From an optimization exercise on the open Yosys and OpenROAD flow, aimed at small area; shortcuts taken in it are not production practice. In this exercise RTL edits were held to simulation tests only and were not proved equivalent to the original.

==> flow/design.v (outline; a module is shown in full before it is edited, if it fits) <==
// module mm_fa: 4 lines
// module mm_ha: 4 lines
// module mm_benc: 7 lines
// module mm_xnor: 3 lines
// module mm_aoi: 3 lines
// module mm_phase: 4 lines
// module MatrixMultiplier: 1067 lines
module MatrixMultiplier
    #(
        parameter WIDTH = 16
    )(
        input                            NRST,CLK,START,
        input      signed [WIDTH - 1: 0] A,B,
        output     signed [2*WIDTH  : 0] OUT,
        output                           OUT_STROBE
    );
  // ...
==> flow/flow/run.sh <==
#!/bin/bash
# Layout flow: the standard ORFS flow (standard.sh, standard synthesis unchanged) with two
# changes:
#  1. after synthesis, flow/downsize.py sets the combinational cells ABC upsized back to their
#     drive-strength-1 variant (same footprint and function); repair_design / repair_timing in
#     the later steps size up again where timing needs it. Flip-flops are not touched.
#  2. buffer_ports gives every input and output port a sky130_fd_sc_hd__buf_2 instead of the
#     delay buffer it picks by default.
# Each step's full output goes to a log file in this folder.
set -euo pipefail
ARGS=("BUFFER_PORTS_ARGS=-buffer_cell sky130_fd_sc_hd__buf_2")
R=orfs/results/${FLOW_PLATFORM:-sky130hd}/MatrixMultiplier/base
bash standard.sh "${ARGS[@]}" synth > flow_synth.log 2>&1
python3 flow/downsize.py "$FLOW_HOME/platforms/sky130hd/lib/sky130_fd_sc_hd__tt_025C_1v80.lib" \
  "$R/1_2_yosys.v" > flow_downsize.log 2>&1
rm -f "$R/1_synth.odb"
bash standard.sh "${ARGS[@]}" finish > flow_finish.log 2>&1
==> flow/flow/downsize.py <==
#!/usr/bin/env python3
"""Set every combinational cell of a Yosys netlist to its drive strength 1 (or 0) variant of
the same footprint in the liberty file, where that variant is smaller: ABC sizes cells for a
delay target far below the real one. The flow's repair_design and repair_timing size cells up again where timing needs it.
Flip-flops, buffers, inverters and clock cells are left as they are.
usage: downsize.py LIBERTY NETLIST"""
import re, sys
lib, net = sys.argv[1], sys.argv[2]
txt = open(lib).read()
heads = list(re.finditer(r'\bcell\s*\(\s*"?(sky130_fd_sc_hd__\w+)"?\s*\)', txt))
foot = {}
area = {}
for k, m in enumerate(heads):
    end = heads[k + 1].start() if k + 1 < len(heads) else len(txt)
    f = re.search(r'cell_footprint\s*:\s*"?([^";]+)', txt[m.end():end])
    a = re.search(r'\barea\s*:\s*([0-9.]+)', txt[m.end():end])
    if f and a:
        foot[m.group(1)] = f.group(1).strip()
        area[m.group(1)] = float(a.group(1))
SKIP = re.compile(r'sky130_fd_sc_hd__(df|sdf|edf|dl|sedf|clk|buf|inv|conb|tap|fill|decap|ha|fa)')
def smallest(cell):
    mm = re.match(r'(sky130_fd_sc_hd__[a-z0-9]+)_(\d+)$', cell)
    if not mm or cell not in foot or SKIP.match(cell):
        return cell
    for s in ('1', '0'):
        c = f"{mm.group(1)}_{s}"
        if c in foot and foot[c] == foot[cell] and area[c] < area[cell]:
            return c
    return cell
src = open(net).read()
count = {}
def sub(m):
    c = m.group(2); n = smallest(c)
    if n != c:
        count[(c, n)] = count.get((c, n), 0) + 1
    return m.group(1) + n + m.group(3)
out = re.sub(r'^(\s*)(sky130_fd_sc_hd__\w+)(\s)', sub, src, flags=re.M)
for (c, n), k in sorted(count.items()):
    print(f"{c} -> {n}: {k}")
open(net, 'w').write(out)
==> flow/standard.sh <==
#!/bin/bash
# synth_recipe.tcl (not shown) runs the flow's synth.tcl, then flattens the netlist and writes it again
# the make line also repeats each setting of config.mk as NAME=value (left out here)
make -C /OpenROAD-flow-scripts/flow DESIGN_CONFIG=/design/flow/config.mk WORK_HOME=/design/flow/orfs CLKGATE_MAP_FILE= SYNTH_SCRIPT=/design/flow/synth_recipe.tcl "${@:-finish}"
==> flow/config.mk <==
export PLATFORM = sky130hd
export DESIGN_NAME = MatrixMultiplier
export DESIGN_NICKNAME = MatrixMultiplier
export VERILOG_FILES = /design/flow/design.v
export SDC_FILE = /design/flow/constraint.sdc
export NUM_CORES = 4
export LEC_CHECK = 0
export CAP_MARGIN = 20
export CORE_MARGIN = 2
export CORE_UTILIZATION = 60
export CTS_BUF_LIST = sky130_fd_sc_hd__clkbuf_4 sky130_fd_sc_hd__clkbuf_8
export SLEW_MARGIN = 20
export SYNTH_HIERARCHICAL = 1
==> flow/constraint.sdc <==
create_clock -name core_clock -period 7.5 [get_ports {CLK}]
set_input_delay 1.5000 -clock core_clock [delete_from_list [all_inputs] [get_ports {CLK}]]
set_output_delay 1.5000 -clock core_clock [all_outputs]
set_load 0.01 [all_outputs]
==> flow_summary.toml, run 1 <==
[timing]
timing.hold.ws_ns = 0.489
skew_ns = 0.0144
relSlewSlack_pct = 38.8
slew_viol_final = 0
worst_slew_pin_slew_ns = 0.918
rsz0062_at_grt = "no"

[critical_path]
crit_required_ns = 7.73
start_kind = "input port"
r2r_start = "s1"
critPathKind = "in -> reg"

[cells_and_area]
stdcell_count = 880
seqCellArea_um2 = 711
multi_input_area_share_pct = 77.5
final_area_mm2 = 0.00773
final_common_cell = "xnor2_1"
largest_reg_flops = 33
nFlopsAndLatches = 35
n_all_buffers = 103
multi_input_area_mm2 = 0.00599
sh_seq_area_pct = 9.20
num-clock-buffers = 6

[route]
wl_mm = 19.3
viasPerCell = 6.27
drc = 0
highest_layer = "met4"
dr.pass1.iters = 6
dr_wl_met2_mm = 9.86

[place]
placed_cells = 872

[synth]
postSynthAreaPerCell_um2 = 10.8
syn_nets = 823
netlist_area_mm2 = 0.00682

[grt]
grt_max_degree = 19

[floorplan]
io_pins = 69
die_height_um = 111

[run]
cap_violations = 0

[clock_tree]
cts-resized-gates = 0
cts.sinks = 35

[outcome]
status = "no timing/DRC/antenna violations"
==> run 2, diff against run 1 <==
--- a/flow/design.v
+++ b/flow/design.v
@@ -11,16 +11,19 @@
   assign two  = (b1 & ~b0 & ~bm1) | (~b1 & b0 & bm1);
   assign neg  = ~b1 | (b0 & bm1);
   assign nneg = b1 & ~(b0 & bm1);
   assign ot   = one | two;
 endmodule
 module mm_xnor(input a, b, output y);
   assign y = ~(a ^ b);
 endmodule
+module mm_xor(input a, b, output y);
+  assign y = a ^ b;
+endmodule
 module mm_aoi(input p, x, q, z, output v);
   assign v = ~((p & x) | (q & z));
 endmodule
 module mm_phase(input s1, s0, output p1, np1);
   assign p1  = ~s1 & s0;
   assign np1 = ~p1;
 endmodule
 module MatrixMultiplier
@@ -46,47 +49,47 @@
   reg [2*WIDTH:0] Q;
   wire [WIDTH-1:0] nA = ~A, nB = ~B;
   wire one1 = B[0];
   wire two2 = B[1] & ~B[0];
   wire neg3 = ~B[1];
   wire twop4 = B[1];
   wire ot5 = B[0] | B[1];
   wire y6;
-  mm_xnor u_y6 (.a(A[0]), .b(neg3), .y(y6));
+  mm_xor u_y6 (.a(A[0]), .b(twop4), .y(y6));
   wire y7;
-  mm_xnor u_y7 (.a(A[1]), .b(neg3), .y(y7));
+  mm_xor u_y7 (.a(A[1]), .b(twop4), .y(y7));
   wire y8;
-  mm_xnor u_y8 (.a(A[2]), .b(neg3), .y(y8));
+  mm_xor u_y8 (.a(A[2]), .b(twop4), .y(y8));
   wire y9;
-  mm_xnor u_y9 (.a(A[3]), .b(neg3), .y(y9));
+  mm_xor u_y9 (.a(A[3]), .b(twop4), .y(y9));
   wire y10;
-  mm_xnor u_y10 (.a(A[4]), .b(neg3), .y(y10));
+  mm_xor u_y10 (.a(A[4]), .b(twop4), .y(y10));
   wire y11;
-  mm_xnor u_y11 (.a(A[5]), .b(neg3), .y(y11));
+  mm_xor u_y11 (.a(A[5]), .b(twop4), .y(y11));
   wire y12;
-  mm_xnor u_y12 (.a(A[6]), .b(neg3), .y(y12));
+  mm_xor u_y12 (.a(A[6]), .b(twop4), .y(y12));
   wire y13;
-  mm_xnor u_y13 (.a(A[7]), .b(neg3), .y(y13));
+  mm_xor u_y13 (.a(A[7]), .b(twop4), .y(y13));
   wire y14;
-  mm_xnor u_y14 (.a(A[8]), .b(neg3), .y(y14));
+  mm_xor u_y14 (.a(A[8]), .b(twop4), .y(y14));
   wire y15;
-  mm_xnor u_y15 (.a(A[9]), .b(neg3), .y(y15));
+  mm_xor u_y15 (.a(A[9]), .b(twop4), .y(y15));
   wire y16;
-  mm_xnor u_y16 (.a(A[10]), .b(neg3), .y(y16));
+  mm_xor u_y16 (.a(A[10]), .b(twop4), .y(y16));
   wire y17;
-  mm_xnor u_y17 (.a(A[11]), .b(neg3), .y(y17));
+  mm_xor u_y17 (.a(A[11]), .b(twop4), .y(y17));
   wire y18;
-  mm_xnor u_y18 (.a(A[12]), .b(neg3), .y(y18));
+  mm_xor u_y18 (.a(A[12]), .b(twop4), .y(y18));
   wire y19;
-  mm_xnor u_y19 (.a(A[13]), .b(neg3), .y(y19));
+  mm_xor u_y19 (.a(A[13]), .b(twop4), .y(y19));
   wire y20;
-  mm_xnor u_y20 (.a(A[14]), .b(neg3), .y(y20));
+  mm_xor u_y20 (.a(A[14]), .b(twop4), .y(y20));
   wire y21;
-  mm_xnor u_y21 (.a(A[15]), .b(neg3), .y(y21));
+  mm_xor u_y21 (.a(A[15]), .b(twop4), .y(y21));
   wire pp22 = ~((one1 & y6) | (two2 & twop4));
   wire pp23;
   mm_aoi u_pp23 (.p(one1), .x(y7), .q(two2), .z(y6), .v(pp23));
   wire pp24;
   mm_aoi u_pp24 (.p(one1), .x(y8), .q(two2), .z(y7), .v(pp24));
   wire pp25;
   mm_aoi u_pp25 (.p(one1), .x(y9), .q(two2), .z(y8), .v(pp25));
   wire pp26;
@@ -112,47 +115,47 @@
   wire pp36;
   mm_aoi u_pp36 (.p(one1), .x(y20), .q(two2), .z(y19), .v(pp36));
   wire pp37;
   mm_aoi u_pp37 (.p(one1), .x(y21), .q(two2), .z(y20), .v(pp37));
   wire pp38 = y21 & ot5;
   wire one39, two40, neg41, twop42, ot43;
   mm_benc u_one39 (.b1(B[3]), .b0(B[2]), .bm1(B[1]), .one(one39), .two(two40), .neg(neg41), .nneg(twop42), .ot(ot43));
   wire y44;
-  mm_xnor u_y44 (.a(A[0]), .b(neg41), .y(y44));
+  mm_xor u_y44 (.a(A[0]), .b(twop42), .y(y44));
   wire y45;
-  mm_xnor u_y45 (.a(A[1]), .b(neg41), .y(y45));
+  mm_xor u_y45 (.a(A[1]), .b(twop42), .y(y45));
   wire y46;
-  mm_xnor u_y46 (.a(A[2]), .b(neg41), .y(y46));
+  mm_xor u_y46 (.a(A[2]), .b(twop42), .y(y46));
   wire y47;
-  mm_xnor u_y47 (.a(A[3]), .b(neg41), .y(y47));
+  mm_xor u_y47 (.a(A[3]), .b(twop42), .y(y47));
   wire y48;
-  mm_xnor u_y48 (.a(A[4]), .b(neg41), .y(y48));
+  mm_xor u_y48 (.a(A[4]), .b(twop42), .y(y48));
   wire y49;
-  mm_xnor u_y49 (.a(A[5]), .b(neg41), .y(y49));
+  mm_xor u_y49 (.a(A[5]), .b(twop42), .y(y49));
   wire y50;
-  mm_xnor u_y50 (.a(A[6]), .b(neg41), .y(y50));
+  mm_xor u_y50 (.a(A[6]), .b(twop42), .y(y50));
   wire y51;
-  mm_xnor u_y51 (.a(A[7]), .b(neg41), .y(y51));
+  mm_xor u_y51 (.a(A[7]), .b(twop42), .y(y51));
   wire y52;
-  mm_xnor u_y52 (.a(A[8]), .b(neg41), .y(y52));
+  mm_xor u_y52 (.a(A[8]), .b(twop42), .y(y52));
   wire y53;
-  mm_xnor u_y53 (.a(A[9]), .b(neg41), .y(y53));
+  mm_xor u_y53 (.a(A[9]), .b(twop42), .y(y53));
   wire y54;
-  mm_xnor u_y54 (.a(A[10]), .b(neg41), .y(y54));
+  mm_xor u_y54 (.a(A[10]), .b(twop42), .y(y54));
   wire y55;
-  mm_xnor u_y55 (.a(A[11]), .b(neg41), .y(y55));
+  mm_xor u_y55 (.a(A[11]), .b(twop42), .y(y55));
   wire y56;
-  mm_xnor u_y56 (.a(A[12]), .b(neg41), .y(y56));
+  mm_xor u_y56 (.a(A[12]), .b(twop42), .y(y56));
   wire y57;
-  mm_xnor u_y57 (.a(A[13]), .b(neg41), .y(y57));
+  mm_xor u_y57 (.a(A[13]), .b(twop42), .y(y57));
   wire y58;
-  mm_xnor u_y58 (.a(A[14]), .b(neg41), .y(y58));
+  mm_xor u_y58 (.a(A[14]), .b(twop42), .y(y58));
   wire y59;
-  mm_xnor u_y59 (.a(A[15]), .b(neg41), .y(y59));
+  mm_xor u_y59 (.a(A[15]), .b(twop42), .y(y59));
   wire pp60 = ~((one39 & y44) | (two40 & twop42));
   wire pp61;
   mm_aoi u_pp61 (.p(one39), .x(y45), .q(two40), .z(y44), .v(pp61));
   wire pp62;
   mm_aoi u_pp62 (.p(one39), .x(y46), .q(two40), .z(y45), .v(pp62));
   wire pp63;
   mm_aoi u_pp63 (.p(one39), .x(y47), .q(two40), .z(y46), .v(pp63));
   wire pp64;
@@ -178,47 +181,47 @@
   wire pp74;
   mm_aoi u_pp74 (.p(one39), .x(y58), .q(two40), .z(y57), .v(pp74));
   wire pp75;
   mm_aoi u_pp75 (.p(one39), .x(y59), .q(two40), .z(y58), .v(pp75));
   wire pp76 = y59 & ot43;
   wire one77, two78, neg79, twop80, ot81;
   mm_benc u_one77 (.b1(B[5]), .b0(B[4]), .bm1(B[3]), .one(one77), .two(two78), .neg(neg79), .nneg(twop80), .ot(ot81));
   wire y82;
-  mm_xnor u_y82 (.a(A[0]), .b(neg79), .y(y82));
+  mm_xor u_y82 (.a(A[0]), .b(twop80), .y(y82));
   wire y83;
-  mm_xnor u_y83 (.a(A[1]), .b(neg79), .y(y83));
+  mm_xor u_y83 (.a(A[1]), .b(twop80), .y(y83));
   wire y84;
-  mm_xnor u_y84 (.a(A[2]), .b(neg79), .y(y84));
+  mm_xor u_y84 (.a(A[2]), .b(twop80), .y(y84));
   wire y85;
-  mm_xnor u_y85 (.a(A[3]), .b(neg79), .y(y85));
+  mm_xor u_y85 (.a(A[3]), .b(twop80), .y(y85));
   wire y86;
-  mm_xnor u_y86 (.a(A[4]), .b(neg79), .y(y86));
+  mm_xor u_y86 (.a(A[4]), .b(twop80), .y(y86));
   wire y87;
-  mm_xnor u_y87 (.a(A[5]), .b(neg79), .y(y87));
+  mm_xor u_y87 (.a(A[5]), .b(twop80), .y(y87));
   wire y88;
-  mm_xnor u_y88 (.a(A[6]), .b(neg79), .y(y88));
+  mm_xor u_y88 (.a(A[6]), .b(twop80), .y(y88));
   wire y89;
-  mm_xnor u_y89 (.a(A[7]), .b(neg79), .y(y89));
+  mm_xor u_y89 (.a(A[7]), .b(twop80), .y(y89));
   wire y90;
-  mm_xnor u_y90 (.a(A[8]), .b(neg79), .y(y90));
+  mm_xor u_y90 (.a(A[8]), .b(twop80), .y(y90));
   wire y91;
-  mm_xnor u_y91 (.a(A[9]), .b(neg79), .y(y91));
+  mm_xor u_y91 (.a(A[9]), .b(twop80), .y(y91));
   wire y92;
-  mm_xnor u_y92 (.a(A[10]), .b(neg79), .y(y92));
+  mm_xor u_y92 (.a(A[10]), .b(twop80), .y(y92));
   wire y93;
-  mm_xnor u_y93 (.a(A[11]), .b(neg79), .y(y93));
+  mm_xor u_y93 (.a(A[11]), .b(twop80), .y(y93));
   wire y94;
-  mm_xnor u_y94 (.a(A[12]), .b(neg79), .y(y94));
+  mm_xor u_y94 (.a(A[12]), .b(twop80), .y(y94));
   wire y95;
-  mm_xnor u_y95 (.a(A[13]), .b(neg79), .y(y95));
+  mm_xor u_y95 (.a(A[13]), .b(twop80), .y(y95));
   wire y96;
-  mm_xnor u_y96 (.a(A[14]), .b(neg79), .y(y96));
+  mm_xor u_y96 (.a(A[14]), .b(twop80), .y(y96));
   wire y97;
-  mm_xnor u_y97 (.a(A[15]), .b(neg79), .y(y97));
+  mm_xor u_y97 (.a(A[15]), .b(twop80), .y(y97));
   wire pp98 = ~((one77 & y82) | (two78 & twop80));
   wire pp99;
   mm_aoi u_pp99 (.p(one77), .x(y83), .q(two78), .z(y82), .v(pp99));
   wire pp100;
   mm_aoi u_pp100 (.p(one77), .x(y84), .q(two78), .z(y83), .v(pp100));
   wire pp101;
   mm_aoi u_pp101 (.p(one77), .x(y85), .q(two78), .z(y84), .v(pp101));
   wire pp102;
@@ -244,47 +247,47 @@
   wire pp112;
   mm_aoi u_pp112 (.p(one77), .x(y96), .q(two78), .z(y95), .v(pp112));
   wire pp113;
   mm_aoi u_pp113 (.p(one77), .x(y97), .q(two78), .z(y96), .v(pp113));
   wire pp114 = y97 & ot81;
   wire one115, two116, neg117, twop118, ot119;
   mm_benc u_one115 (.b1(B[7]), .b0(B[6]), .bm1(B[5]), .one(one115), .two(two116), .neg(neg117), .nneg(twop118), .ot(ot119));
   wire y120;
-  mm_xnor u_y120 (.a(A[0]), .b(neg117), .y(y120));
+  mm_xor u_y120 (.a(A[0]), .b(twop118), .y(y120));
   wire y121;
-  mm_xnor u_y121 (.a(A[1]), .b(neg117), .y(y121));
+  mm_xor u_y121 (.a(A[1]), .b(twop118), .y(y121));
   wire y122;
-  mm_xnor u_y122 (.a(A[2]), .b(neg117), .y(y122));
+  mm_xor u_y122 (.a(A[2]), .b(twop118), .y(y122));
   wire y123;
-  mm_xnor u_y123 (.a(A[3]), .b(neg117), .y(y123));
+  mm_xor u_y123 (.a(A[3]), .b(twop118), .y(y123));
   wire y124;
-  mm_xnor u_y124 (.a(A[4]), .b(neg117), .y(y124));
+  mm_xor u_y124 (.a(A[4]), .b(twop118), .y(y124));
   wire y125;
-  mm_xnor u_y125 (.a(A[5]), .b(neg117), .y(y125));
+  mm_xor u_y125 (.a(A[5]), .b(twop118), .y(y125));
   wire y126;
-  mm_xnor u_y126 (.a(A[6]), .b(neg117), .y(y126));
+  mm_xor u_y126 (.a(A[6]), .b(twop118), .y(y126));
   wire y127;
-  mm_xnor u_y127 (.a(A[7]), .b(neg117), .y(y127));
+  mm_xor u_y127 (.a(A[7]), .b(twop118), .y(y127));
   wire y128;
-  mm_xnor u_y128 (.a(A[8]), .b(neg117), .y(y128));
+  mm_xor u_y128 (.a(A[8]), .b(twop118), .y(y128));
   wire y129;
-  mm_xnor u_y129 (.a(A[9]), .b(neg117), .y(y129));
+  mm_xor u_y129 (.a(A[9]), .b(twop118), .y(y129));
   wire y130;
-  mm_xnor u_y130 (.a(A[10]), .b(neg117), .y(y130));
+  mm_xor u_y130 (.a(A[10]), .b(twop118), .y(y130));
   wire y131;
-  mm_xnor u_y131 (.a(A[11]), .b(neg117), .y(y131));
+  mm_xor u_y131 (.a(A[11]), .b(twop118), .y(y131));
   wire y132;
-  mm_xnor u_y132 (.a(A[12]), .b(neg117), .y(y132));
+  mm_xor u_y132 (.a(A[12]), .b(twop118), .y(y132));
   wire y133;
-  mm_xnor u_y133 (.a(A[13]), .b(neg117), .y(y133));
+  mm_xor u_y133 (.a(A[13]), .b(twop118), .y(y133));
   wire y134;
-  mm_xnor u_y134 (.a(A[14]), .b(neg117), .y(y134));
+  mm_xor u_y134 (.a(A[14]), .b(twop118), .y(y134));
   wire y135;
-  mm_xnor u_y135 (.a(A[15]), .b(neg117), .y(y135));
+  mm_xor u_y135 (.a(A[15]), .b(twop118), .y(y135));
   wire pp136 = ~((one115 & y120) | (two116 & twop118));
   wire pp137;
   mm_aoi u_pp137 (.p(one115), .x(y121), .q(two116), .z(y120), .v(pp137));
   wire pp138;
   mm_aoi u_pp138 (.p(one115), .x(y122), .q(two116), .z(y121), .v(pp138));
   wire pp139;
   mm_aoi u_pp139 (.p(one115), .x(y123), .q(two116), .z(y122), .v(pp139));
   wire pp140;
@@ -310,47 +313,47 @@
   wire pp150;
   mm_aoi u_pp150 (.p(one115), .x(y134), .q(two116), .z(y133), .v(pp150));
   wire pp151;
   mm_aoi u_pp151 (.p(one115), .x(y135), .q(two116), .z(y134), .v(pp151));
   wire pp152 = y135 & ot119;
   wire one153, two154, neg155, twop156, ot157;
   mm_benc u_one153 (.b1(B[9]), .b0(B[8]), .bm1(B[7]), .one(one153), .two(two154), .neg(neg155), .nneg(twop156), .ot(ot157));
   wire y158;
-  mm_xnor u_y158 (.a(A[0]), .b(neg155), .y(y158));
+  mm_xor u_y158 (.a(A[0]), .b(twop156), .y(y158));
   wire y159;
-  mm_xnor u_y159 (.a(A[1]), .b(neg155), .y(y159));
+  mm_xor u_y159 (.a(A[1]), .b(twop156), .y(y159));
   wire y160;
-  mm_xnor u_y160 (.a(A[2]), .b(neg155), .y(y160));
+  mm_xor u_y160 (.a(A[2]), .b(twop156), .y(y160));
   wire y161;
-  mm_xnor u_y161 (.a(A[3]), .b(neg155), .y(y161));
+  mm_xor u_y161 (.a(A[3]), .b(twop156), .y(y161));
   wire y162;
-  mm_xnor u_y162 (.a(A[4]), .b(neg155), .y(y162));
+  mm_xor u_y162 (.a(A[4]), .b(twop156), .y(y162));
   wire y163;
-  mm_xnor u_y163 (.a(A[5]), .b(neg155), .y(y163));
+  mm_xor u_y163 (.a(A[5]), .b(twop156), .y(y163));
   wire y164;
-  mm_xnor u_y164 (.a(A[6]), .b(neg155), .y(y164));
+  mm_xor u_y164 (.a(A[6]), .b(twop156), .y(y164));
   wire y165;
-  mm_xnor u_y165 (.a(A[7]), .b(neg155), .y(y165));
+  mm_xor u_y165 (.a(A[7]), .b(twop156), .y(y165));
   wire y166;
-  mm_xnor u_y166 (.a(A[8]), .b(neg155), .y(y166));
+  mm_xor u_y166 (.a(A[8]), .b(twop156), .y(y166));
   wire y167;
-  mm_xnor u_y167 (.a(A[9]), .b(neg155), .y(y167));
+  mm_xor u_y167 (.a(A[9]), .b(twop156), .y(y167));
   wire y168;
-  mm_xnor u_y168 (.a(A[10]), .b(neg155), .y(y168));
+  mm_xor u_y168 (.a(A[10]), .b(twop156), .y(y168));
   wire y169;
-  mm_xnor u_y169 (.a(A[11]), .b(neg155), .y(y169));
+  mm_xor u_y169 (.a(A[11]), .b(twop156), .y(y169));
   wire y170;
-  mm_xnor u_y170 (.a(A[12]), .b(neg155), .y(y170));
+  mm_xor u_y170 (.a(A[12]), .b(twop156), .y(y170));
   wire y171;
-  mm_xnor u_y171 (.a(A[13]), .b(neg155), .y(y171));
+  mm_xor u_y171 (.a(A[13]), .b(twop156), .y(y171));
   wire y172;
-  mm_xnor u_y172 (.a(A[14]), .b(neg155), .y(y172));
+  mm_xor u_y172 (.a(A[14]), .b(twop156), .y(y172));
   wire y173;
-  mm_xnor u_y173 (.a(A[15]), .b(neg155), .y(y173));
+  mm_xor u_y173 (.a(A[15]), .b(twop156), .y(y173));
   wire pp174 = ~((one153 & y158) | (two154 & twop156));
   wire pp175;
   mm_aoi u_pp175 (.p(one153), .x(y159), .q(two154), .z(y158), .v(pp175));
   wire pp176;
   mm_aoi u_pp176 (.p(one153), .x(y160), .q(two154), .z(y159), .v(pp176));
   wire pp177;
   mm_aoi u_pp177 (.p(one153), .x(y161), .q(two154), .z(y160), .v(pp177));
   wire pp178;
@@ -376,47 +379,47 @@
   wire pp188;
   mm_aoi u_pp188 (.p(one153), .x(y172), .q(two154), .z(y171), .v(pp188));
   wire pp189;
   mm_aoi u_pp189 (.p(one153), .x(y173), .q(two154), .z(y172), .v(pp189));
   wire pp190 = y173 & ot157;
   wire one191, two192, neg193, twop194, ot195;
   mm_benc u_one191 (.b1(B[11]), .b0(B[10]), .bm1(B[9]), .one(one191), .two(two192), .neg(neg193), .nneg(twop194), .ot(ot195));
   wire y196;
-  mm_xnor u_y196 (.a(A[0]), .b(neg193), .y(y196));
+  mm_xor u_y196 (.a(A[0]), .b(twop194), .y(y196));
   wire y197;
-  mm_xnor u_y197 (.a(A[1]), .b(neg193), .y(y197));
+  mm_xor u_y197 (.a(A[1]), .b(twop194), .y(y197));
   wire y198;
-  mm_xnor u_y198 (.a(A[2]), .b(neg193), .y(y198));
+  mm_xor u_y198 (.a(A[2]), .b(twop194), .y(y198));
   wire y199;
-  mm_xnor u_y199 (.a(A[3]), .b(neg193), .y(y199));
+  mm_xor u_y199 (.a(A[3]), .b(twop194), .y(y199));
   wire y200;
-  mm_xnor u_y200 (.a(A[4]), .b(neg193), .y(y200));
+  mm_xor u_y200 (.a(A[4]), .b(twop194), .y(y200));
   wire y201;
-  mm_xnor u_y201 (.a(A[5]), .b(neg193), .y(y201));
+  mm_xor u_y201 (.a(A[5]), .b(twop194), .y(y201));
   wire y202;
-  mm_xnor u_y202 (.a(A[6]), .b(neg193), .y(y202));
+  mm_xor u_y202 (.a(A[6]), .b(twop194), .y(y202));
   wire y203;
-  mm_xnor u_y203 (.a(A[7]), .b(neg193), .y(y203));
+  mm_xor u_y203 (.a(A[7]), .b(twop194), .y(y203));
   wire y204;
-  mm_xnor u_y204 (.a(A[8]), .b(neg193), .y(y204));
+  mm_xor u_y204 (.a(A[8]), .b(twop194), .y(y204));
   wire y205;
-  mm_xnor u_y205 (.a(A[9]), .b(neg193), .y(y205));
+  mm_xor u_y205 (.a(A[9]), .b(twop194), .y(y205));
   wire y206;
-  mm_xnor u_y206 (.a(A[10]), .b(neg193), .y(y206));
+  mm_xor u_y206 (.a(A[10]), .b(twop194), .y(y206));
   wire y207;
-  mm_xnor u_y207 (.a(A[11]), .b(neg193), .y(y207));
+  mm_xor u_y207 (.a(A[11]), .b(twop194), .y(y207));
   wire y208;
-  mm_xnor u_y208 (.a(A[12]), .b(neg193), .y(y208));
+  mm_xor u_y208 (.a(A[12]), .b(twop194), .y(y208));
   wire y209;
-  mm_xnor u_y209 (.a(A[13]), .b(neg193), .y(y209));
+  mm_xor u_y209 (.a(A[13]), .b(twop194), .y(y209));
   wire y210;
-  mm_xnor u_y210 (.a(A[14]), .b(neg193), .y(y210));
+  mm_xor u_y210 (.a(A[14]), .b(twop194), .y(y210));
   wire y211;
-  mm_xnor u_y211 (.a(A[15]), .b(neg193), .y(y211));
+  mm_xor u_y211 (.a(A[15]), .b(twop194), .y(y211));
   wire pp212 = ~((one191 & y196) | (two192 & twop194));
   wire pp213;
   mm_aoi u_pp213 (.p(one191), .x(y197), .q(two192), .z(y196), .v(pp213));
   wire pp214;
   mm_aoi u_pp214 (.p(one191), .x(y198), .q(two192), .z(y197), .v(pp214));
   wire pp215;
   mm_aoi u_pp215 (.p(one191), .x(y199), .q(two192), .z(y198), .v(pp215));
   wire pp216;
@@ -442,47 +445,47 @@
   wire pp226;
   mm_aoi u_pp226 (.p(one191), .x(y210), .q(two192), .z(y209), .v(pp226));
   wire pp227;
   mm_aoi u_pp227 (.p(one191), .x(y211), .q(two192), .z(y210), .v(pp227));
   wire pp228 = y211 & ot195;
   wire one229, two230, neg231, twop232, ot233;
   mm_benc u_one229 (.b1(B[13]), .b0(B[12]), .bm1(B[11]), .one(one229), .two(two230), .neg(neg231), .nneg(twop232), .ot(ot233));
   wire y234;
-  mm_xnor u_y234 (.a(A[0]), .b(neg231), .y(y234));
+  mm_xor u_y234 (.a(A[0]), .b(twop232), .y(y234));
   wire y235;
-  mm_xnor u_y235 (.a(A[1]), .b(neg231), .y(y235));
+  mm_xor u_y235 (.a(A[1]), .b(twop232), .y(y235));
   wire y236;
-  mm_xnor u_y236 (.a(A[2]), .b(neg231), .y(y236));
+  mm_xor u_y236 (.a(A[2]), .b(twop232), .y(y236));
   wire y237;
-  mm_xnor u_y237 (.a(A[3]), .b(neg231), .y(y237));
+  mm_xor u_y237 (.a(A[3]), .b(twop232), .y(y237));
   wire y238;
-  mm_xnor u_y238 (.a(A[4]), .b(neg231), .y(y238));
+  mm_xor u_y238 (.a(A[4]), .b(twop232), .y(y238));
   wire y239;
-  mm_xnor u_y239 (.a(A[5]), .b(neg231), .y(y239));
+  mm_xor u_y239 (.a(A[5]), .b(twop232), .y(y239));
   wire y240;
-  mm_xnor u_y240 (.a(A[6]), .b(neg231), .y(y240));
+  mm_xor u_y240 (.a(A[6]), .b(twop232), .y(y240));
   wire y241;
-  mm_xnor u_y241 (.a(A[7]), .b(neg231), .y(y241));
+  mm_xor u_y241 (.a(A[7]), .b(twop232), .y(y241));
   wire y242;
-  mm_xnor u_y242 (.a(A[8]), .b(neg231), .y(y242));
+  mm_xor u_y242 (.a(A[8]), .b(twop232), .y(y242));
   wire y243;
-  mm_xnor u_y243 (.a(A[9]), .b(neg231), .y(y243));
+  mm_xor u_y243 (.a(A[9]), .b(twop232), .y(y243));
   wire y244;
-  mm_xnor u_y244 (.a(A[10]), .b(neg231), .y(y244));
+  mm_xor u_y244 (.a(A[10]), .b(twop232), .y(y244));
   wire y245;
-  mm_xnor u_y245 (.a(A[11]), .b(neg231), .y(y245));
+  mm_xor u_y245 (.a(A[11]), .b(twop232), .y(y245));
   wire y246;
-  mm_xnor u_y246 (.a(A[12]), .b(neg231), .y(y246));
+  mm_xor u_y246 (.a(A[12]), .b(twop232), .y(y246));
   wire y247;
-  mm_xnor u_y247 (.a(A[13]), .b(neg231), .y(y247));
+  mm_xor u_y247 (.a(A[13]), .b(twop232), .y(y247));
   wire y248;
-  mm_xnor u_y248 (.a(A[14]), .b(neg231), .y(y248));
+  mm_xor u_y248 (.a(A[14]), .b(twop232), .y(y248));
   wire y249;
-  mm_xnor u_y249 (.a(A[15]), .b(neg231), .y(y249));
+  mm_xor u_y249 (.a(A[15]), .b(twop232), .y(y249));
   wire pp250 = ~((one229 & y234) | (two230 & twop232));
   wire pp251;
   mm_aoi u_pp251 (.p(one229), .x(y235), .q(two230), .z(y234), .v(pp251));
   wire pp252;
   mm_aoi u_pp252 (.p(one229), .x(y236), .q(two230), .z(y235), .v(pp252));
   wire pp253;
   mm_aoi u_pp253 (.p(one229), .x(y237), .q(two230), .z(y236), .v(pp253));
   wire pp254;
@@ -508,47 +511,47 @@
   wire pp264;
   mm_aoi u_pp264 (.p(one229), .x(y248), .q(two230), .z(y247), .v(pp264));
   wire pp265;
   mm_aoi u_pp265 (.p(one229), .x(y249), .q(two230), .z(y248), .v(pp265));
   wire pp266 = y249 & ot233;
   wire one267, two268, neg269, twop270, ot271;
   mm_benc u_one267 (.b1(B[15]), .b0(B[14]), .bm1(B[13]), .one(one267), .two(two268), .neg(neg269), .nneg(twop270), .ot(ot271));
   wire y272;
-  mm_xnor u_y272 (.a(A[0]), .b(neg269), .y(y272));
+  mm_xor u_y272 (.a(A[0]), .b(twop270), .y(y272));
   wire y273;
-  mm_xnor u_y273 (.a(A[1]), .b(neg269), .y(y273));
+  mm_xor u_y273 (.a(A[1]), .b(twop270), .y(y273));
   wire y274;
-  mm_xnor u_y274 (.a(A[2]), .b(neg269), .y(y274));
+  mm_xor u_y274 (.a(A[2]), .b(twop270), .y(y274));
   wire y275;
-  mm_xnor u_y275 (.a(A[3]), .b(neg269), .y(y275));
+  mm_xor u_y275 (.a(A[3]), .b(twop270), .y(y275));
   wire y276;
-  mm_xnor u_y276 (.a(A[4]), .b(neg269), .y(y276));
+  mm_xor u_y276 (.a(A[4]), .b(twop270), .y(y276));
   wire y277;
-  mm_xnor u_y277 (.a(A[5]), .b(neg269), .y(y277));
+  mm_xor u_y277 (.a(A[5]), .b(twop270), .y(y277));
   wire y278;
-  mm_xnor u_y278 (.a(A[6]), .b(neg269), .y(y278));
+  mm_xor u_y278 (.a(A[6]), .b(twop270), .y(y278));
   wire y279;
-  mm_xnor u_y279 (.a(A[7]), .b(neg269), .y(y279));
+  mm_xor u_y279 (.a(A[7]), .b(twop270), .y(y279));
   wire y280;
-  mm_xnor u_y280 (.a(A[8]), .b(neg269), .y(y280));
+  mm_xor u_y280 (.a(A[8]), .b(twop270), .y(y280));
   wire y281;
-  mm_xnor u_y281 (.a(A[9]), .b(neg269), .y(y281));
+  mm_xor u_y281 (.a(A[9]), .b(twop270), .y(y281));
   wire y282;
-  mm_xnor u_y282 (.a(A[10]), .b(neg269), .y(y282));
+  mm_xor u_y282 (.a(A[10]), .b(twop270), .y(y282));
   wire y283;
-  mm_xnor u_y283 (.a(A[11]), .b(neg269), .y(y283));
+  mm_xor u_y283 (.a(A[11]), .b(twop270), .y(y283));
   wire y284;
-  mm_xnor u_y284 (.a(A[12]), .b(neg269), .y(y284));
+  mm_xor u_y284 (.a(A[12]), .b(twop270), .y(y284));
   wire y285;
-  mm_xnor u_y285 (.a(A[13]), .b(neg269), .y(y285));
+  mm_xor u_y285 (.a(A[13]), .b(twop270), .y(y285));
   wire y286;
-  mm_xnor u_y286 (.a(A[14]), .b(neg269), .y(y286));
+  mm_xor u_y286 (.a(A[14]), .b(twop270), .y(y286));
   wire y287;
-  mm_xnor u_y287 (.a(A[15]), .b(neg269), .y(y287));
+  mm_xor u_y287 (.a(A[15]), .b(twop270), .y(y287));
   wire pp288 = ~((one267 & y272) | (two268 & twop270));
   wire pp289;
   mm_aoi u_pp289 (.p(one267), .x(y273), .q(two268), .z(y272), .v(pp289));
   wire pp290;
   mm_aoi u_pp290 (.p(one267), .x(y274), .q(two268), .z(y273), .v(pp290));
   wire pp291;
   mm_aoi u_pp291 (.p(one267), .x(y275), .q(two268), .z(y274), .v(pp291));
   wire pp292;
@@ -627,33 +630,33 @@
   mm_fa u_s352 (.a(pp62), .b(pp98), .c(c347), .s(s352), .co(c353));
   wire s354, c355;
   mm_fa u_s354 (.a(s350), .b(s352), .c(c349), .s(s354), .co(c355));
   wire s356, c357;
   mm_fa u_s356 (.a(m310), .b(pp27), .c(pp63), .s(s356), .co(c357));
   wire s358, c359;
   mm_fa u_s358 (.a(pp99), .b(c351), .c(s356), .s(s358), .co(c359));
   wire s360, c361;
-  mm_ha u_s360 (.a(c353), .b(s358), .s(s360), .co(c361));
+  mm_fa u_s360 (.a(c353), .b(s358), .c(c355), .s(s360), .co(c361));
   wire s362, c363;
   mm_fa u_s362 (.a(m311), .b(neg117), .c(pp100), .s(s362), .co(c363));
   wire s364, c365;
   mm_fa u_s364 (.a(pp136), .b(pp28), .c(pp64), .s(s364), .co(c365));
   wire s366, c367;
   mm_fa u_s366 (.a(c357), .b(s362), .c(s364), .s(s366), .co(c367));
   wire s368, c369;
   mm_fa u_s368 (.a(c359), .b(s366), .c(c361), .s(s368), .co(c369));
   wire s370, c371;
   mm_fa u_s370 (.a(m312), .b(pp101), .c(pp137), .s(s370), .co(c371));
   wire s372, c373;
   mm_fa u_s372 (.a(pp29), .b(pp65), .c(c363), .s(s372), .co(c373));
   wire s374, c375;
   mm_fa u_s374 (.a(c365), .b(s370), .c(c367), .s(s374), .co(c375));
   wire s376, c377;
-  mm_fa u_s376 (.a(s372), .b(s374), .c(c369), .s(s376), .co(c377));
+  mm_ha u_s376 (.a(s372), .b(s374), .s(s376), .co(c377));
   wire s378, c379;
   mm_fa u_s378 (.a(m313), .b(neg155), .c(pp102), .s(s378), .co(c379));
   wire s380, c381;
   mm_fa u_s380 (.a(pp138), .b(pp174), .c(pp30), .s(s380), .co(c381));
   wire s382, c383;
   mm_fa u_s382 (.a(pp66), .b(c371), .c(s378), .s(s382), .co(c383));
   wire s384, c385;
   mm_fa u_s384 (.a(s380), .b(c373), .c(s382), .s(s384), .co(c385));
@@ -675,29 +678,29 @@
   mm_fa u_s400 (.a(pp140), .b(pp176), .c(pp212), .s(s400), .co(c401));
   wire s402, c403;
   mm_fa u_s402 (.a(pp32), .b(pp68), .c(c389), .s(s402), .co(c403));
   wire s404, c405;
   mm_fa u_s404 (.a(c391), .b(s398), .c(s400), .s(s404), .co(c405));
   wire s406, c407;
   mm_fa u_s406 (.a(c393), .b(s402), .c(s404), .s(s406), .co(c407));
   wire s408, c409;
-  mm_ha u_s408 (.a(c395), .b(s406), .s(s408), .co(c409));
+  mm_fa u_s408 (.a(c395), .b(s406), .c(c397), .s(s408), .co(c409));
   wire s410, c411;
   mm_fa u_s410 (.a(m316), .b(pp105), .c(pp141), .s(s410), .co(c411));
   wire s412, c413;
   mm_fa u_s412 (.a(pp177), .b(pp213), .c(pp33), .s(s412), .co(c413));
   wire s414, c415;
   mm_fa u_s414 (.a(pp69), .b(c399), .c(c401), .s(s414), .co(c415));
   wire s416, c417;
   mm_fa u_s416 (.a(s410), .b(s412), .c(c403), .s(s416), .co(c417));
   wire s418, c419;
   mm_fa u_s418 (.a(c405), .b(s414), .c(s416), .s(s418), .co(c419));
   wire s420, c421;
-  mm_fa u_s420 (.a(c407), .b(c409), .c(s418), .s(s420), .co(c421));
+  mm_ha u_s420 (.a(c407), .b(s418), .s(s420), .co(c421));
   wire s422, c423;
   mm_fa u_s422 (.a(m317), .b(neg231), .c(pp106), .s(s422), .co(c423));
   wire s424, c425;
   mm_fa u_s424 (.a(pp142), .b(pp178), .c(pp214), .s(s424), .co(c425));
   wire s426, c427;
   mm_fa u_s426 (.a(pp250), .b(pp34), .c(pp70), .s(s426), .co(c427));
   wire s428, c429;
   mm_fa u_s428 (.a(c411), .b(c413), .c(s422), .s(s428), .co(c429));
@@ -801,19 +804,19 @@
   mm_fa u_s526 (.a(m324), .b(pp113), .c(pp149), .s(s526), .co(c527));
   wire s528, c529;
   mm_fa u_s528 (.a(pp185), .b(pp221), .c(pp257), .s(s528), .co(c529));
   wire s530, c531;
   mm_fa u_s530 (.a(pp293), .b(c513), .c(c515), .s(s530), .co(c531));
   wire s532, c533;
   mm_fa u_s532 (.a(s526), .b(s528), .c(c517), .s(s532), .co(c533));
   wire s534, c535;
-  mm_fa u_s534 (.a(c519), .b(s530), .c(c521), .s(s534), .co(c535));
+  mm_fa u_s534 (.a(c519), .b(s530), .c(s532), .s(s534), .co(c535));
   wire s536, c537;
-  mm_fa u_s536 (.a(s532), .b(c523), .c(s534), .s(s536), .co(c537));
+  mm_fa u_s536 (.a(c521), .b(s534), .c(c523), .s(s536), .co(c537));
   wire s538, c539;
   mm_fa u_s538 (.a(m325), .b(pp114), .c(pp150), .s(s538), .co(c539));
   wire s540, c541;
   mm_fa u_s540 (.a(pp186), .b(pp222), .c(pp258), .s(s540), .co(c541));
   wire s542, c543;
   mm_fa u_s542 (.a(pp294), .b(c527), .c(c529), .s(s542), .co(c543));
   wire s544, c545;
   mm_fa u_s544 (.a(s538), .b(s540), .c(c531), .s(s544), .co(c545));
@@ -877,19 +880,19 @@
   mm_fa u_s602 (.a(m333), .b(pp266), .c(pp302), .s(s602), .co(c603));
   wire s604, c605;
   mm_fa u_s604 (.a(c599), .b(s602), .c(c601), .s(s604), .co(c605));
   wire s606, c607;
   mm_fa u_s606 (.a(m334), .b(pp303), .c(c603), .s(s606), .co(c607));
   wire s608, c609;
   mm_fa u_s608 (.a(m335), .b(pp304), .c(c607), .s(s608), .co(c609));
   wire s610, c611;
-  mm_ha u_s610 (.a(s360), .b(c355), .s(s610), .co(c611));
+  mm_ha u_s610 (.a(s376), .b(c369), .s(s610), .co(c611));
   wire s612, c613;
-  mm_ha u_s612 (.a(s408), .b(c397), .s(s612), .co(c613));
+  mm_ha u_s612 (.a(s420), .b(c409), .s(s612), .co(c613));
   wire s614, c615;
   mm_ha u_s614 (.a(s464), .b(c449), .s(s614), .co(c615));
   wire s616, c617;
   mm_ha u_s616 (.a(s510), .b(c497), .s(s616), .co(c617));
   wire s618, c619;
   mm_ha u_s618 (.a(s536), .b(c525), .s(s618), .co(c619));
   wire s620, c621;
   mm_ha u_s620 (.a(s558), .b(c549), .s(s620), .co(c621));
@@ -898,195 +901,185 @@
   wire s624, c625;
   mm_ha u_s624 (.a(s590), .b(c585), .s(s624), .co(c625));
   wire s626, c627;
   mm_ha u_s626 (.a(s600), .b(c597), .s(s626), .co(c627));
   wire s628, c629;
   mm_ha u_s628 (.a(s606), .b(c605), .s(s628), .co(c629));
   wire s630, c631;
   mm_ha u_s630 (.a(m336), .b(c609), .s(s630), .co(c631));
-  wire G632 = 1'b0 | (s368 & c611);
-  wire G633 = 1'b0 | (s386 & 1'b0);
-  wire P634 = s386 & s376;
+  wire G632 = c611 | (s610 & 1'b0);
+  wire G633 = 1'b0 | (s396 & 1'b0);
+  wire P634 = s396 & s386;
   wire G635 = c613 | (s612 & 1'b0);
-  wire P636 = s612 & s396;
-  wire G637 = 1'b0 | (s434 & 1'b0);
-  wire P638 = s434 & s420;
-  wire G639 = c615 | (s614 & 1'b0);
-  wire P640 = s614 & s448;
-  wire G641 = 1'b0 | (s496 & 1'b0);
-  wire P642 = s496 & s480;
-  wire G643 = 1'b0 | (s524 & c617);
-  wire P644 = s524 & s616;
-  wire G645 = 1'b0 | (s548 & c619);
-  wire P646 = s548 & s618;
-  wire G647 = 1'b0 | (s568 & c621);
-  wire P648 = s568 & s620;
-  wire G649 = 1'b0 | (s584 & c623);
-  wire P650 = s584 & s622;
-  wire G651 = 1'b0 | (s596 & c625);
-  wire P652 = s596 & s624;
-  wire G653 = 1'b0 | (s604 & c627);
-  wire P654 = s604 & s626;
-  wire G655 = 1'b0 | (s608 & c629);
-  wire P656 = s608 & s628;
-  wire G657 = 1'b0 | (m337 & c631);
-  wire P658 = m337 & s630;
-  wire G659 = 1'b0 | (s376 & G632);
-  wire G660 = G633 | (P634 & G632);
-  wire G661 = 1'b0 | (s420 & G635);
-  wire P662 = s420 & P636;
-  wire G663 = G637 | (P638 & G635);
-  wire P664 = P638 & P636;
-  wire G665 = 1'b0 | (s480 & G639);
-  wire P666 = s480 & P640;
-  wire G667 = G641 | (P642 & G639);
-  wire P668 = P642 & P640;
-  wire G669 = c619 | (s618 & G643);
-  wire P670 = s618 & P644;
-  wire G671 = G645 | (P646 & G643);
-  wire P672 = P646 & P644;
-  wire G673 = c623 | (s622 & G647);
-  wire P674 = s622 & P648;
-  wire G675 = G649 | (P650 & G647);
-  wire P676 = P650 & P648;
-  wire G677 = c627 | (s626 & G651);
-  wire P678 = s626 & P652;
-  wire G679 = G653 | (P654 & G651);
-  wire P680 = P654 & P652;
-  wire G681 = c631 | (s630 & G655);
-  wire P682 = s630 & P656;
-  wire G683 = G657 | (P658 & G655);
-  wire P684 = P658 & P656;
-  wire G685 = 1'b0 | (s396 & G660);
-  wire G686 = G635 | (P636 & G660);
-  wire G687 = G661 | (P662 & G660);
-  wire G688 = G663 | (P664 & G660);
-  wire G689 = c617 | (s616 & G667);
-  wire P690 = s616 & P668;
-  wire G691 = G643 | (P644 & G667);
-  wire P692 = P644 & P668;
-  wire G693 = G669 | (P670 & G667);
-  wire P694 = P670 & P668;
-  wire G695 = G671 | (P672 & G667);
-  wire P696 = P672 & P668;
-  wire G697 = c625 | (s624 & G675);
-  wire P698 = s624 & P676;
-  wire G699 = G651 | (P652 & G675);
-  wire P700 = P652 & P676;
-  wire G701 = G677 | (P678 & G675);
-  wire P702 = P678 & P676;
-  wire G703 = G679 | (P680 & G675);
-  wire P704 = P680 & P676;
-  wire G705 = 1'b0 | (s448 & G688);
-  wire G706 = G639 | (P640 & G688);
-  wire G707 = G665 | (P666 & G688);
-  wire G708 = G667 | (P668 & G688);
-  wire G709 = G689 | (P690 & G688);
-  wire G710 = G691 | (P692 & G688);
-  wire G711 = G693 | (P694 & G688);
-  wire G712 = G695 | (P696 & G688);
-  wire G713 = c629 | (s628 & G703);
-  wire P714 = s628 & P704;
-  wire G715 = G655 | (P656 & G703);
-  wire P716 = P656 & P704;
-  wire G717 = G681 | (P682 & G703);
-  wire P718 = P682 & P704;
-  wire G719 = G683 | (P684 & G703);
-  wire P720 = P684 & P704;
-  wire G721 = c621 | (s620 & G712);
-  wire G722 = G647 | (P648 & G712);
-  wire G723 = G673 | (P674 & G712);
-  wire G724 = G675 | (P676 & G712);
-  wire G725 = G697 | (P698 & G712);
-  wire G726 = G699 | (P700 & G712);
-  wire G727 = G701 | (P702 & G712);
-  wire G728 = G703 | (P704 & G712);
-  wire G729 = G713 | (P714 & G712);
-  wire G730 = G715 | (P716 & G712);
-  wire G731 = G717 | (P718 & G712);
-  wire G732 = G719 | (P720 & G712);
-  wire xn734;
-  mm_xnor u_xn734 (.a(s368), .b(c611), .y(xn734));
-  wire S733 = ~xn734;
-  wire xn736;
-  mm_xnor u_xn736 (.a(s376), .b(G632), .y(xn736));
-  wire S735 = ~xn736;
-  wire xn738;
-  mm_xnor u_xn738 (.a(s386), .b(G659), .y(xn738));
-  wire S737 = ~xn738;
-  wire xn740;
-  mm_xnor u_xn740 (.a(s396), .b(G660), .y(xn740));
-  wire S739 = ~xn740;
-  wire xn742;
-  mm_xnor u_xn742 (.a(s612), .b(G685), .y(xn742));
-  wire S741 = ~xn742;
-  wire xn744;
-  mm_xnor u_xn744 (.a(s420), .b(G686), .y(xn744));
-  wire S743 = ~xn744;
-  wire xn746;
-  mm_xnor u_xn746 (.a(s434), .b(G687), .y(xn746));
-  wire S745 = ~xn746;
-  wire xn748;
-  mm_xnor u_xn748 (.a(s448), .b(G688), .y(xn748));
-  wire S747 = ~xn748;
-  wire xn750;
-  mm_xnor u_xn750 (.a(s614), .b(G705), .y(xn750));
-  wire S749 = ~xn750;
-  wire xn752;
-  mm_xnor u_xn752 (.a(s480), .b(G706), .y(xn752));
-  wire S751 = ~xn752;
-  wire xn754;
-  mm_xnor u_xn754 (.a(s496), .b(G707), .y(xn754));
-  wire S753 = ~xn754;
-  wire xn756;
-  mm_xnor u_xn756 (.a(s616), .b(G708), .y(xn756));
-  wire S755 = ~xn756;
-  wire xn758;
-  mm_xnor u_xn758 (.a(s524), .b(G709), .y(xn758));
-  wire S757 = ~xn758;
-  wire xn760;
-  mm_xnor u_xn760 (.a(s618), .b(G710), .y(xn760));
-  wire S759 = ~xn760;
-  wire xn762;
-  mm_xnor u_xn762 (.a(s548), .b(G711), .y(xn762));
-  wire S761 = ~xn762;
-  wire xn764;
-  mm_xnor u_xn764 (.a(s620), .b(G712), .y(xn764));
-  wire S763 = ~xn764;
-  wire xn766;
-  mm_xnor u_xn766 (.a(s568), .b(G721), .y(xn766));
-  wire S765 = ~xn766;
-  wire xn768;
-  mm_xnor u_xn768 (.a(s622), .b(G722), .y(xn768));
-  wire S767 = ~xn768;
-  wire xn770;
-  mm_xnor u_xn770 (.a(s584), .b(G723), .y(xn770));
-  wire S769 = ~xn770;
-  wire xn772;
-  mm_xnor u_xn772 (.a(s624), .b(G724), .y(xn772));
-  wire S771 = ~xn772;
-  wire xn774;
-  mm_xnor u_xn774 (.a(s596), .b(G725), .y(xn774));
-  wire S773 = ~xn774;
-  wire xn776;
-  mm_xnor u_xn776 (.a(s626), .b(G726), .y(xn776));
-  wire S775 = ~xn776;
-  wire xn778;
-  mm_xnor u_xn778 (.a(s604), .b(G727), .y(xn778));
-  wire S777 = ~xn778;
-  wire xn780;
-  mm_xnor u_xn780 (.a(s628), .b(G728), .y(xn780));
-  wire S779 = ~xn780;
-  wire xn782;
-  mm_xnor u_xn782 (.a(s608), .b(G729), .y(xn782));
-  wire S781 = ~xn782;
-  wire xn784;
-  mm_xnor u_xn784 (.a(s630), .b(G730), .y(xn784));
-  wire S783 = ~xn784;
-  wire xn786;
-  mm_xnor u_xn786 (.a(m337), .b(G731), .y(xn786));
-  wire S785 = ~xn786;
-  wire [2*WIDTH:0] S = {S785, S783, S781, S779, S777, S775, S773, S771, S769, S767, S765, S763, S761, S759, S757, S755, S753, S751, S749, S747, S745, S743, S741, S739, S737, S735, S733, s610, s354, s348, s344, s340, s338};
+  wire P636 = s612 & s408;
+  wire G637 = 1'b0 | (s448 & 1'b0);
+  wire P638 = s448 & s434;
+  wire G639 = 1'b0 | (s480 & c615);
+  wire P640 = s480 & s614;
+  wire G641 = c617 | (s616 & 1'b0);
+  wire P642 = s616 & s496;
+  wire G643 = c619 | (s618 & 1'b0);
+  wire P644 = s618 & s524;
+  wire G645 = c621 | (s620 & 1'b0);
+  wire P646 = s620 & s548;
+  wire G647 = c623 | (s622 & 1'b0);
+  wire P648 = s622 & s568;
+  wire G649 = c625 | (s624 & 1'b0);
+  wire P650 = s624 & s584;
+  wire G651 = c627 | (s626 & 1'b0);
+  wire P652 = s626 & s596;
+  wire G653 = c629 | (s628 & 1'b0);
+  wire P654 = s628 & s604;
+  wire G655 = c631 | (s630 & 1'b0);
+  wire P656 = s630 & s608;
+  wire G657 = 1'b0 | (s386 & G632);
+  wire G658 = G633 | (P634 & G632);
+  wire G659 = 1'b0 | (s434 & G635);
+  wire P660 = s434 & P636;
+  wire G661 = G637 | (P638 & G635);
+  wire P662 = P638 & P636;
+  wire G663 = 1'b0 | (s496 & G639);
+  wire P664 = s496 & P640;
+  wire G665 = G641 | (P642 & G639);
+  wire P666 = P642 & P640;
+  wire G667 = 1'b0 | (s548 & G643);
+  wire P668 = s548 & P644;
+  wire G669 = G645 | (P646 & G643);
+  wire P670 = P646 & P644;
+  wire G671 = 1'b0 | (s584 & G647);
+  wire P672 = s584 & P648;
+  wire G673 = G649 | (P650 & G647);
+  wire P674 = P650 & P648;
+  wire G675 = 1'b0 | (s604 & G651);
+  wire P676 = s604 & P652;
+  wire G677 = G653 | (P654 & G651);
+  wire P678 = P654 & P652;
+  wire G679 = 1'b0 | (m337 & G655);
+  wire P680 = m337 & P656;
+  wire G681 = 1'b0 | (s408 & G658);
+  wire G682 = G635 | (P636 & G658);
+  wire G683 = G659 | (P660 & G658);
+  wire G684 = G661 | (P662 & G658);
+  wire G685 = 1'b0 | (s524 & G665);
+  wire P686 = s524 & P666;
+  wire G687 = G643 | (P644 & G665);
+  wire P688 = P644 & P666;
+  wire G689 = G667 | (P668 & G665);
+  wire P690 = P668 & P666;
+  wire G691 = G669 | (P670 & G665);
+  wire P692 = P670 & P666;
+  wire G693 = 1'b0 | (s596 & G673);
+  wire P694 = s596 & P674;
+  wire G695 = G651 | (P652 & G673);
+  wire P696 = P652 & P674;
+  wire G697 = G675 | (P676 & G673);
+  wire P698 = P676 & P674;
+  wire G699 = G677 | (P678 & G673);
+  wire P700 = P678 & P674;
+  wire G701 = c615 | (s614 & G684);
+  wire G702 = G639 | (P640 & G684);
+  wire G703 = G663 | (P664 & G684);
+  wire G704 = G665 | (P666 & G684);
+  wire G705 = G685 | (P686 & G684);
+  wire G706 = G687 | (P688 & G684);
+  wire G707 = G689 | (P690 & G684);
+  wire G708 = G691 | (P692 & G684);
+  wire G709 = 1'b0 | (s608 & G699);
+  wire P710 = s608 & P700;
+  wire G711 = G655 | (P656 & G699);
+  wire P712 = P656 & P700;
+  wire G713 = G679 | (P680 & G699);
+  wire P714 = P680 & P700;
+  wire G715 = 1'b0 | (s568 & G708);
+  wire G716 = G647 | (P648 & G708);
+  wire G717 = G671 | (P672 & G708);
+  wire G718 = G673 | (P674 & G708);
+  wire G719 = G693 | (P694 & G708);
+  wire G720 = G695 | (P696 & G708);
+  wire G721 = G697 | (P698 & G708);
+  wire G722 = G699 | (P700 & G708);
+  wire G723 = G709 | (P710 & G708);
+  wire G724 = G711 | (P712 & G708);
+  wire G725 = G713 | (P714 & G708);
+  wire xn727;
+  mm_xnor u_xn727 (.a(s610), .b(1'b0), .y(xn727));
+  wire S726 = ~xn727;
+  wire xn729;
+  mm_xnor u_xn729 (.a(s386), .b(G632), .y(xn729));
+  wire S728 = ~xn729;
+  wire xn731;
+  mm_xnor u_xn731 (.a(s396), .b(G657), .y(xn731));
+  wire S730 = ~xn731;
+  wire xn733;
+  mm_xnor u_xn733 (.a(s408), .b(G658), .y(xn733));
+  wire S732 = ~xn733;
+  wire xn735;
+  mm_xnor u_xn735 (.a(s612), .b(G681), .y(xn735));
+  wire S734 = ~xn735;
+  wire xn737;
+  mm_xnor u_xn737 (.a(s434), .b(G682), .y(xn737));
+  wire S736 = ~xn737;
+  wire xn739;
+  mm_xnor u_xn739 (.a(s448), .b(G683), .y(xn739));
+  wire S738 = ~xn739;
+  wire xn741;
+  mm_xnor u_xn741 (.a(s614), .b(G684), .y(xn741));
+  wire S740 = ~xn741;
+  wire xn743;
+  mm_xnor u_xn743 (.a(s480), .b(G701), .y(xn743));
+  wire S742 = ~xn743;
+  wire xn745;
+  mm_xnor u_xn745 (.a(s496), .b(G702), .y(xn745));
+  wire S744 = ~xn745;
+  wire xn747;
+  mm_xnor u_xn747 (.a(s616), .b(G703), .y(xn747));
+  wire S746 = ~xn747;
+  wire xn749;
+  mm_xnor u_xn749 (.a(s524), .b(G704), .y(xn749));
+  wire S748 = ~xn749;
+  wire xn751;
+  mm_xnor u_xn751 (.a(s618), .b(G705), .y(xn751));
+  wire S750 = ~xn751;
+  wire xn753;
+  mm_xnor u_xn753 (.a(s548), .b(G706), .y(xn753));
+  wire S752 = ~xn753;
+  wire xn755;
+  mm_xnor u_xn755 (.a(s620), .b(G707), .y(xn755));
+  wire S754 = ~xn755;
+  wire xn757;
+  mm_xnor u_xn757 (.a(s568), .b(G708), .y(xn757));
+  wire S756 = ~xn757;
+  wire xn759;
+  mm_xnor u_xn759 (.a(s622), .b(G715), .y(xn759));
+  wire S758 = ~xn759;
+  wire xn761;
+  mm_xnor u_xn761 (.a(s584), .b(G716), .y(xn761));
+  wire S760 = ~xn761;
+  wire xn763;
+  mm_xnor u_xn763 (.a(s624), .b(G717), .y(xn763));
+  wire S762 = ~xn763;
+  wire xn765;
+  mm_xnor u_xn765 (.a(s596), .b(G718), .y(xn765));
+  wire S764 = ~xn765;
+  wire xn767;
+  mm_xnor u_xn767 (.a(s626), .b(G719), .y(xn767));
+  wire S766 = ~xn767;
+  wire xn769;
+  mm_xnor u_xn769 (.a(s604), .b(G720), .y(xn769));
+  wire S768 = ~xn769;
+  wire xn771;
+  mm_xnor u_xn771 (.a(s628), .b(G721), .y(xn771));
+  wire S770 = ~xn771;
+  wire xn773;
+  mm_xnor u_xn773 (.a(s608), .b(G722), .y(xn773));
+  wire S772 = ~xn773;
+  wire xn775;
+  mm_xnor u_xn775 (.a(s630), .b(G723), .y(xn775));
+  wire S774 = ~xn775;
+  wire xn777;
+  mm_xnor u_xn777 (.a(m337), .b(G724), .y(xn777));
+  wire S776 = ~xn777;
+  wire [2*WIDTH:0] S = {S776, S774, S772, S770, S768, S766, S764, S762, S760, S758, S756, S754, S752, S750, S748, S746, S744, S742, S740, S738, S736, S734, S732, S730, S728, S726, s368, s360, s354, s348, s344, s340, s338};
   always @(posedge CLK)
     Q <= ~S;
   assign OUT = Q;
 endmodule
==> flow_summary.toml, run 2 <==
[outcome]
status = "no timing/DRC/antenna violations"

[synth]
synth_warnings = 7
synthCells = 630
netlist_area_mm2 = 0.00678
postSynthAreaPerCell_um2 = 10.8
syn_nets = 820

[clock_tree]
postCtsSetupBuffers = 0
clock_latency_ns = 0.33
cts-resized-gates = 0
cts_hold_buf = 0
clk_transition_reported_paths_ns = 0.08
cts.sinks = 35
cts_tree = "done"
cts-buffers-inserted = 5
htreeDepth = 2
clockBufferDepth = 2
cts-root-buf = "clkbuf_8"

[critical_path]
cpMostUsedCell = "fa_1"
worstPathMaxFanout = 10
critical_path.cell_chain = "buf_2, ha_1, and2b_1, buf_4, xor2_1, a22oi_1, fa_1, fa_1, fa_1, fa_1, ha_1, fa_1, fa_1, ha_1, nand4_1, o211ai_1, a41oi_1, o21bai_1, and2_1, xnor2_1"
cpMaxStageDelayCell = "and2b_1"
critPathKind = "in -> reg"
cp-end-kind = "flop"
crit_family = "adder cells"
worst-path-buf-inv = 2
start_kind = "input port"
worst-endpoint-arrival_ns = 7.35
slowest_delay_ns = 0.52
crit_required_ns = 7.75

[route]
highest_layer = "met4"
drt_iter0_drc = 376
vias = 5436
routedWlPerCell_um = 21.4
drc = 0
dr.pass1.iters = 5
wl_met1_mm = 7.49
wl_mm = 18.6
ant_nets = 0
dr_wl_met2_mm = 9.47
route.met3.wl_um = 982
viasPerCell = 6.25

[cells_and_area]
top_regs = "Q: 33 flops, s0: 1 flops, s1: 1 flops"
nets = 919
final_common_cell = "fa_1"
fillCellCount = 892
area_growth_pct = 11.8
drive_gt1_share_pct = 14.4
utilization_pct = 69.3
n_antenna_cell = 0
largest_register = "Q"
largest_reg_flops = 33
most-common-layout-cells = "fa_1 (133), xor2_1 (128), a22oi_1 (127), buf_2 (68), nand2_1 (37)"

[timing]
final-hold-violation-count = 0
timing.fmax_mhz = 141
rsz0062_at_grt = "no"
skew_ns = 0.00954
fin_crit_ns = 7.10
worst_slew_pin_slew_ns = 0.912
fin_tns_setup_ns = 0
relSlewSlack_pct = 39.2
setup_viol = 0
slew_viol_final = 0
period_share_pct = 94.6

[hold_path]
min_path_type = "reg -> reg"

[floorplan]
die_height_um = 110
io_pins = 69
die-width_um = 110
fp.dieArea_mm2 = 0.0122
core_area_mm2 = 0.0109
start_util_pct = 62.0
rows = 38

[place]
dp_hpwl_mm = 15.3
portBuffers = 68
gp_congestion = 0.988

[grt]
antenna_found_initial = 0
grt_usage_pct = 33.5
grt_max_degree = 22
grt_first_pass_wirelength_mm = 29.9
grt_overflow = 0
grt_pass1_vias = 5778

[run]
cap_violations = 0
## run 2: area by class of cell
type | instances | area, µm² | area share [%]
Tap cell | 140 | 175 | 2.31
Timing Repair Buffer | 96 | 551 | 7.26
Inverter | 27 | 101 | 1.34
Multi-Input combinational cell | 564 | 5950 | 78.5
Sequential cell | 35 | 711 | 9.38
Clock buffer | 6 | 76.3 | 1.01
Clock inverter | 2 | 12.5 | 0.165
## run 2: path summary, 6_finish.rpt
check	from	endpoint	slack [ns]	cells after the start
max	B[5]	Q[21]	0.40	20
min	Q[32]	Q[32]	0.50	2
max reg2reg	s1	Q[32]	1.59	17
min reg2reg	Q[32]	Q[32]	0.50	2
max in group asynchronous	NRST	s1	6.46	1
min in group asynchronous	NRST	s0	0.95	1
## run 2: worst reg2reg max path: stages, from the launching register on
cell and delay (ns):
dfrtp_1 0.38, nand2b_1 0.72, nand2_1 0.24, fa_1 0.49
fa_1 0.42, fa_1 0.42, fa_1 0.40, fa_1 0.39
fa_1 0.41, fa_1 0.39, ha_1 0.24, nand4_1 0.19
o21ai_1 0.17, a211oi_1 0.24, buf_4 0.20, o21ai_1 0.13
a31o_1 0.25, xnor2_1 0.11
## run 2: per-layer routing
layer / vias up / global-route usage (%)
met1: 2748 / 43.2
met2: 217 / 57.4
met5: - / 0
met3: 49 / 4.17
li1: 2422 / -
met4: 0 / 14.1
## run 2: per-stage QoR
stage	instances	hold slack [ns]	setup slack (ns)	area [µm²]
6_report	870	0.503	0.402	7580
5_1_grt	870	0.523	0.108	7580
4_1_cts	870	0.506	0.498	7580
3_5_place_dp	862	0.493	0.191	7490
3_3_place_gp	862	0.479	0.335	7490
2_1_floorplan	630	0.469	0.443	6780

[re-timing with driven ports]
Ports are ideal in the flow. The routed layouts listed here were re-timed in OpenROAD. Step 1, drivers: a clkbuf_16 drives CLK and a buf_2 each remaining input, both assumed. Step 2, shift: input delay + t, output delay - t, t = (earliest + latest rising clock arrival at the registers) / 2. This alone moves slack from input paths to output paths. Slacks: no drivers / after step 1 / after step 2; pairs: no drivers / after step 1.
| run | shift t [ns] | setup slack, ns | worst setup path after step 2 | worst register clock-pin slew, ns | worst slew at a driven data input, ns |
|---|---|---|---|---|---|
| run 1 | 0.351 | 0.295 / 0.303 / -0.047 | input to register | 0.09 / 0.09 | 0.04 |
| run 2 | 0.358 | 0.402 / 0.414 / 0.056 | input to register | 0.08 / 0.08 | 0.04 |
With both steps, setup timing fails in run 1, where it was met with ideal ports. The setup slack of run 2, which loses most, moves by +0.012 ns with the drivers and by -0.346 ns with both steps.
